From an optimization exercise on the open Yosys and OpenROAD flow, aimed at small area, a short achievable clock period and few clock cycles per item; shortcuts taken in it are not production practice. The RTL was checked by simulation tests, not by an equivalence proof against the original design.

==> v1 <==
==> flow/design.v <==
module sd_scoreboard_top
  (input         clk,
   input         reset,
   input         c_srdy,
   output reg    c_drdy,
   input         c_req_type,  
   input  [3:0]  c_txid,
   input  [31:0] c_mask,
   input  [31:0] c_data,
   input  [5:0]  c_itemid,
   output reg    p_srdy,
   input         p_drdy,
   output reg [3:0]  p_txid,
   output reg [31:0] p_data
   );
  integer i;
  reg        q_v;
  reg        q_wr;
  reg [3:0]  q_txid;
  reg [31:0] q_mask;
  reg [31:0] q_data;
  reg [5:0]  q_item;
  reg [63:0] q_sel;
  reg        q_fwd;    
  wire       take = c_srdy & c_drdy;
  wire       q_wv = q_v & q_wr;
  wire       q_rd = q_v & ~q_wr;
  wire       stall;    
  always @(posedge clk) begin
    if (reset)       q_v <= 1'b0;
    else if (!stall) q_v <= take;
    if (!stall) begin
      q_wr   <= c_req_type;
      q_txid <= c_txid;
      q_item <= c_itemid;
    end
    q_sel  <= 64'd1 << (stall ? q_item : c_itemid);
    q_mask <= c_mask;
    q_data <= c_data;
    q_fwd  <= q_wv & (c_itemid == q_item);
  end
  reg [31:0] mem [0:63];
  reg        w_v;       
  reg [5:0]  w_item;
  reg [63:0] w_hold;    
  reg [63:0] w_sel;
  reg [31:0] w_data;
  reg        r_v;       
  reg [3:0]  r_txid;
  always @*
    for (i = 0; i < 64; i = i + 1)
      w_sel[i] = w_v & (w_item == i);
  always @(posedge clk)
    for (i = 0; i < 64; i = i + 1)
      mem[i] <= (w_data & {32{w_sel[i]}}) | (mem[i] & {32{w_hold[i]}});
  wire [31:0] l1 [0:31];
  wire [31:0] l2 [0:7];
  wire [31:0] l3 [0:3];
  wire [31:0] rd_raw;
  genvar g;
  generate
    for (g = 0; g < 32; g = g + 1) begin : lv1
      sb_aoi22 u (.s0(q_sel[2*g]), .s1(q_sel[2*g+1]),
                  .m0(mem[2*g]), .m1(mem[2*g+1]), .y(l1[g]));
    end
    for (g = 0; g < 8; g = g + 1) begin : lv2
      sb_nand4 u (.a(l1[4*g]), .b(l1[4*g+1]), .c(l1[4*g+2]), .d(l1[4*g+3]),
                  .y(l2[g]));
    end
    for (g = 0; g < 4; g = g + 1) begin : lv3
      sb_nor2 u (.a(l2[2*g]), .b(l2[2*g+1]), .y(l3[g]));
    end
  endgenerate
  sb_nand4 lv4 (.a(l3[0]), .b(l3[1]), .c(l3[2]), .d(l3[3]), .y(rd_raw));
  wire [31:0] merged;
  sb_merge mrg (.fwd(q_fwd), .wd(w_data), .rd(rd_raw), .wr(q_wr),
                .mask(q_mask), .data(q_data), .merged(merged));
  always @(posedge clk) begin
    w_v    <= q_wv & ~reset;
    w_item <= q_item;
    w_hold <= ~(q_sel & {64{q_wv & ~reset}});
    w_data <= merged;
    r_v    <= q_rd & ~stall & ~reset;
    r_txid <= q_txid;
  end
  wire        pop = p_srdy & p_drdy;
  wire [35:0] nw  = {r_txid, w_data};
  reg         v1, v2;
  reg  [35:0] e1, e2;
  always @(posedge clk) begin
    if ((p_srdy & ~pop) == 1'b0)
      {p_txid, p_data} <= v1 ? e1 : nw;
    if ((v1 & ~pop) == 1'b0)
      e1 <= v2 ? e2 : nw;
    if ((v2 & ~pop) == 1'b0)
      e2 <= nw;
  end
  wire       up    = r_v & ~pop;
  wire       dn    = ~r_v & pop;
  wire       ge1_n = (p_srdy & (v1 | ~dn)) | up;
  wire       ge2_n = (v1 & (v2 | ~dn)) | (p_srdy & up);
  wire       ge3_n = (v2 & ~dn) | (v1 & up);
  wire       r_n   = q_rd & ~stall;
  wire       rd_n  = stall | (take & ~c_req_type);
  wire       hold_n = rd_n & (ge3_n | (r_n & ge2_n));
  reg        q_hold;     
  assign     stall = q_hold;
  always @(posedge clk) begin
    if (reset) begin
      p_srdy <= 1'b0;
      v1     <= 1'b0;
      v2     <= 1'b0;
      c_drdy <= 1'b1;
      q_hold <= 1'b0;
    end else begin
      p_srdy <= ge1_n;
      v1     <= ge2_n;
      v2     <= ge3_n;
      c_drdy <= ~hold_n;
      q_hold <= hold_n;
    end
  end
endmodule
module sb_aoi22
  (input         s0, s1,
   input  [31:0] m0, m1,
   output [31:0] y);
  assign y = ~((m0 & {32{s0}}) | (m1 & {32{s1}}));
endmodule
module sb_nand4
  (input  [31:0] a, b, c, d,
   output [31:0] y);
  assign y = ~(a & b & c & d);
endmodule
module sb_nor2
  (input  [31:0] a, b,
   output [31:0] y);
  assign y = ~(a | b);
endmodule
module sb_merge
  (input         fwd, wr,
   input  [31:0] wd, rd, mask, data,
   output [31:0] merged);
  wire [31:0] m     = mask & {32{wr}};
  wire [31:0] keep  = ~m & {32{~fwd}};
  wire [31:0] early = (data & m) | (wd & ~m & {32{fwd}});
  assign merged = (rd & keep) | early;
endmodule
==> flow/run.sh <==
#!/bin/bash
# synth_recipe.tcl (not shown) runs the flow's synth.tcl, then flattens the netlist and writes it again
# the make line also repeats each setting of config.mk as NAME=value (left out here)
make -C /OpenROAD-flow-scripts/flow DESIGN_CONFIG=/design/flow/config.mk WORK_HOME=/design/flow/orfs CLKGATE_MAP_FILE= SYNTH_SCRIPT=/design/flow/synth_recipe.tcl finish
==> flow/config.mk <==
export PLATFORM = sky130hd
export DESIGN_NAME = sd_scoreboard_top
export DESIGN_NICKNAME = sd_scoreboard_top
export VERILOG_FILES = /design/flow/design.v
export SDC_FILE = /design/flow/constraint.sdc
export NUM_CORES = 4
export LEC_CHECK = 0
export CAP_MARGIN = 20
export CORE_MARGIN = 2
export CORE_UTILIZATION = 40
export CTS_CLUSTER_DIAMETER = 50
export CTS_CLUSTER_SIZE = 20
export SETUP_SLACK_MARGIN = 2.4
export SLEW_MARGIN = 20
export SYNTH_HIERARCHICAL = 1
==> flow/constraint.sdc <==
create_clock -name core_clock -period 5.0 [get_ports {clk}]
set_input_delay 1.0000 -clock core_clock [delete_from_list [all_inputs] [get_ports {clk}]]
set_output_delay 1.0000 -clock core_clock [all_outputs]
set_load 0.01 [all_outputs]
==> v25 (differences from v1) <==
--- a/flow/design.v
+++ b/flow/design.v
@@ -53,28 +53,15 @@
   always @(posedge clk)
     for (i = 0; i < 64; i = i + 1)
       mem[i] <= (w_data & {32{w_sel[i]}}) | (mem[i] & {32{w_hold[i]}});
-  wire [31:0] l1 [0:31];
-  wire [31:0] l2 [0:7];
-  wire [31:0] l3 [0:3];
-  wire [31:0] rd_raw;
-  genvar g;
-  generate
-    for (g = 0; g < 32; g = g + 1) begin : lv1
-      sb_aoi22 u (.s0(q_sel[2*g]), .s1(q_sel[2*g+1]),
-                  .m0(mem[2*g]), .m1(mem[2*g+1]), .y(l1[g]));
-    end
-    for (g = 0; g < 8; g = g + 1) begin : lv2
-      sb_nand4 u (.a(l1[4*g]), .b(l1[4*g+1]), .c(l1[4*g+2]), .d(l1[4*g+3]),
-                  .y(l2[g]));
-    end
-    for (g = 0; g < 4; g = g + 1) begin : lv3
-      sb_nor2 u (.a(l2[2*g]), .b(l2[2*g+1]), .y(l3[g]));
-    end
-  endgenerate
-  sb_nand4 lv4 (.a(l3[0]), .b(l3[1]), .c(l3[2]), .d(l3[3]), .y(rd_raw));
-  wire [31:0] merged;
-  sb_merge mrg (.fwd(q_fwd), .wd(w_data), .rd(rd_raw), .wr(q_wr),
-                .mask(q_mask), .data(q_data), .merged(merged));
+  reg [31:0] rd_raw;
+  always @* begin
+    rd_raw = 32'd0;
+    for (i = 0; i < 64; i = i + 1)
+      rd_raw = rd_raw | (mem[i] & {32{q_sel[i]}});
+  end
+  wire [31:0] old    = q_fwd ? w_data : rd_raw;
+  wire [31:0] m      = q_mask & {32{q_wr}};
+  wire [31:0] merged = (old & ~m) | (q_data & m);
   always @(posedge clk) begin
     w_v    <= q_wv & ~reset;
     w_item <= q_item;
@@ -121,28 +108,3 @@
     end
   end
 endmodule
-module sb_aoi22
-  (input         s0, s1,
-   input  [31:0] m0, m1,
-   output [31:0] y);
-  assign y = ~((m0 & {32{s0}}) | (m1 & {32{s1}}));
-endmodule
-module sb_nand4
-  (input  [31:0] a, b, c, d,
-   output [31:0] y);
-  assign y = ~(a & b & c & d);
-endmodule
-module sb_nor2
-  (input  [31:0] a, b,
-   output [31:0] y);
-  assign y = ~(a | b);
-endmodule
-module sb_merge
-  (input         fwd, wr,
-   input  [31:0] wd, rd, mask, data,
-   output [31:0] merged);
-  wire [31:0] m     = mask & {32{wr}};
-  wire [31:0] keep  = ~m & {32{~fwd}};
-  wire [31:0] early = (data & m) | (wd & ~m & {32{fwd}});
-  assign merged = (rd & keep) | early;
-endmodule
--- a/flow/config.mk
+++ b/flow/config.mk
@@ -12,4 +12,3 @@
 export CTS_CLUSTER_SIZE = 20
 export SETUP_SLACK_MARGIN = 2.4
 export SLEW_MARGIN = 20
-export SYNTH_HIERARCHICAL = 1
==> results.ini <==
[outcome]
status=no timing/DRC/antenna violations

[place]
dpl-instance-area_um2=89300

[synthesis]
yosysTopAreaCellShare_pct=53.0
synth_area_leaders=dfxtp_1 (53%), nand2_1 (12%), o21ai_0 (11%)
synthSimpleGateAreaFrac_pct=15.2
synth_compound_area_share_pct=21.1
ys_warn_count=9

[finish]
drive_gt1_share_pct=9.74
register_area_um2=49600
layout_commonest_cell=nand2_1

[power_and_ir_drop]
p_sw_share_pct=24.0
power_density_nw_per_um2=389

[sta]
max-slew-margin-rel_pct=11.7
timing.fmax_mhz=356

[route]
drtPass1Iterations=8

[setup_path]
worstPathCellList=buf_6 -> a22oi_2 -> nand4_1 -> nor2_1 -> nand4_1 -> mux2_4 -> mux2_4

-- figures above: v1

==> results.ini <==
[outcome]
status=no timing/DRC/antenna violations

[synthesis]
synth_area_leaders=dfxtp_1 (54%), a22o_1 (27%), a221oi_1 (5.3%)
synth_compound_area_share_pct=32.5

[finish]
register_area_um2=49900
drive_gt1_share_pct=17.2

[route]
drtPass1Iterations=6

[sta]
timing.fmax_mhz=323

[setup_path]
worstPathCellList=buf_6 -> buf_12 -> a22o_4 -> a221oi_4 -> nand4_1 -> or4_1 -> a32o_1

-- figures above: v25

Testbench counts of v1, summed over its fixed seeds: cycles 12,024, requests 12,000.
Testbench counts of v25, summed over its fixed seeds: cycles 12,024, requests 12,000.

-- static timing again, ports no longer ideal --
Ports are ideal in the flow. The routed layouts listed here were re-timed in OpenROAD.
Step 1 (the two cells are an assumption about what drives the block):
set clk [get_ports {clk}]
set_driving_cell -lib_cell sky130_fd_sc_hd__clkbuf_16 $clk
set_driving_cell -lib_cell sky130_fd_sc_hd__buf_2 [delete_from_list [all_inputs] $clk]
Step 2 moves the port delays by t, midway between the first and last clock arrival at a register: inputs arrive t later, outputs are due t later. That takes back most of the time a late clock gives input paths.
Slacks: no drivers / after step 1 / after step 2; pairs: no drivers / after step 1.
run	t (ns)	setup WS [ns]	latest minus earliest clock arrival (ns)
v1	0.955	2.191 / 2.191 / 1.687	0.066 / 0.067
v25	0.948	1.907 / 1.907 / 1.657	0.076 / 0.075
After both steps every run listed still meets setup and hold. The setup slack of v1, which loses most, moves by 0.000 ns with the drivers and by -0.504 ns with both steps.
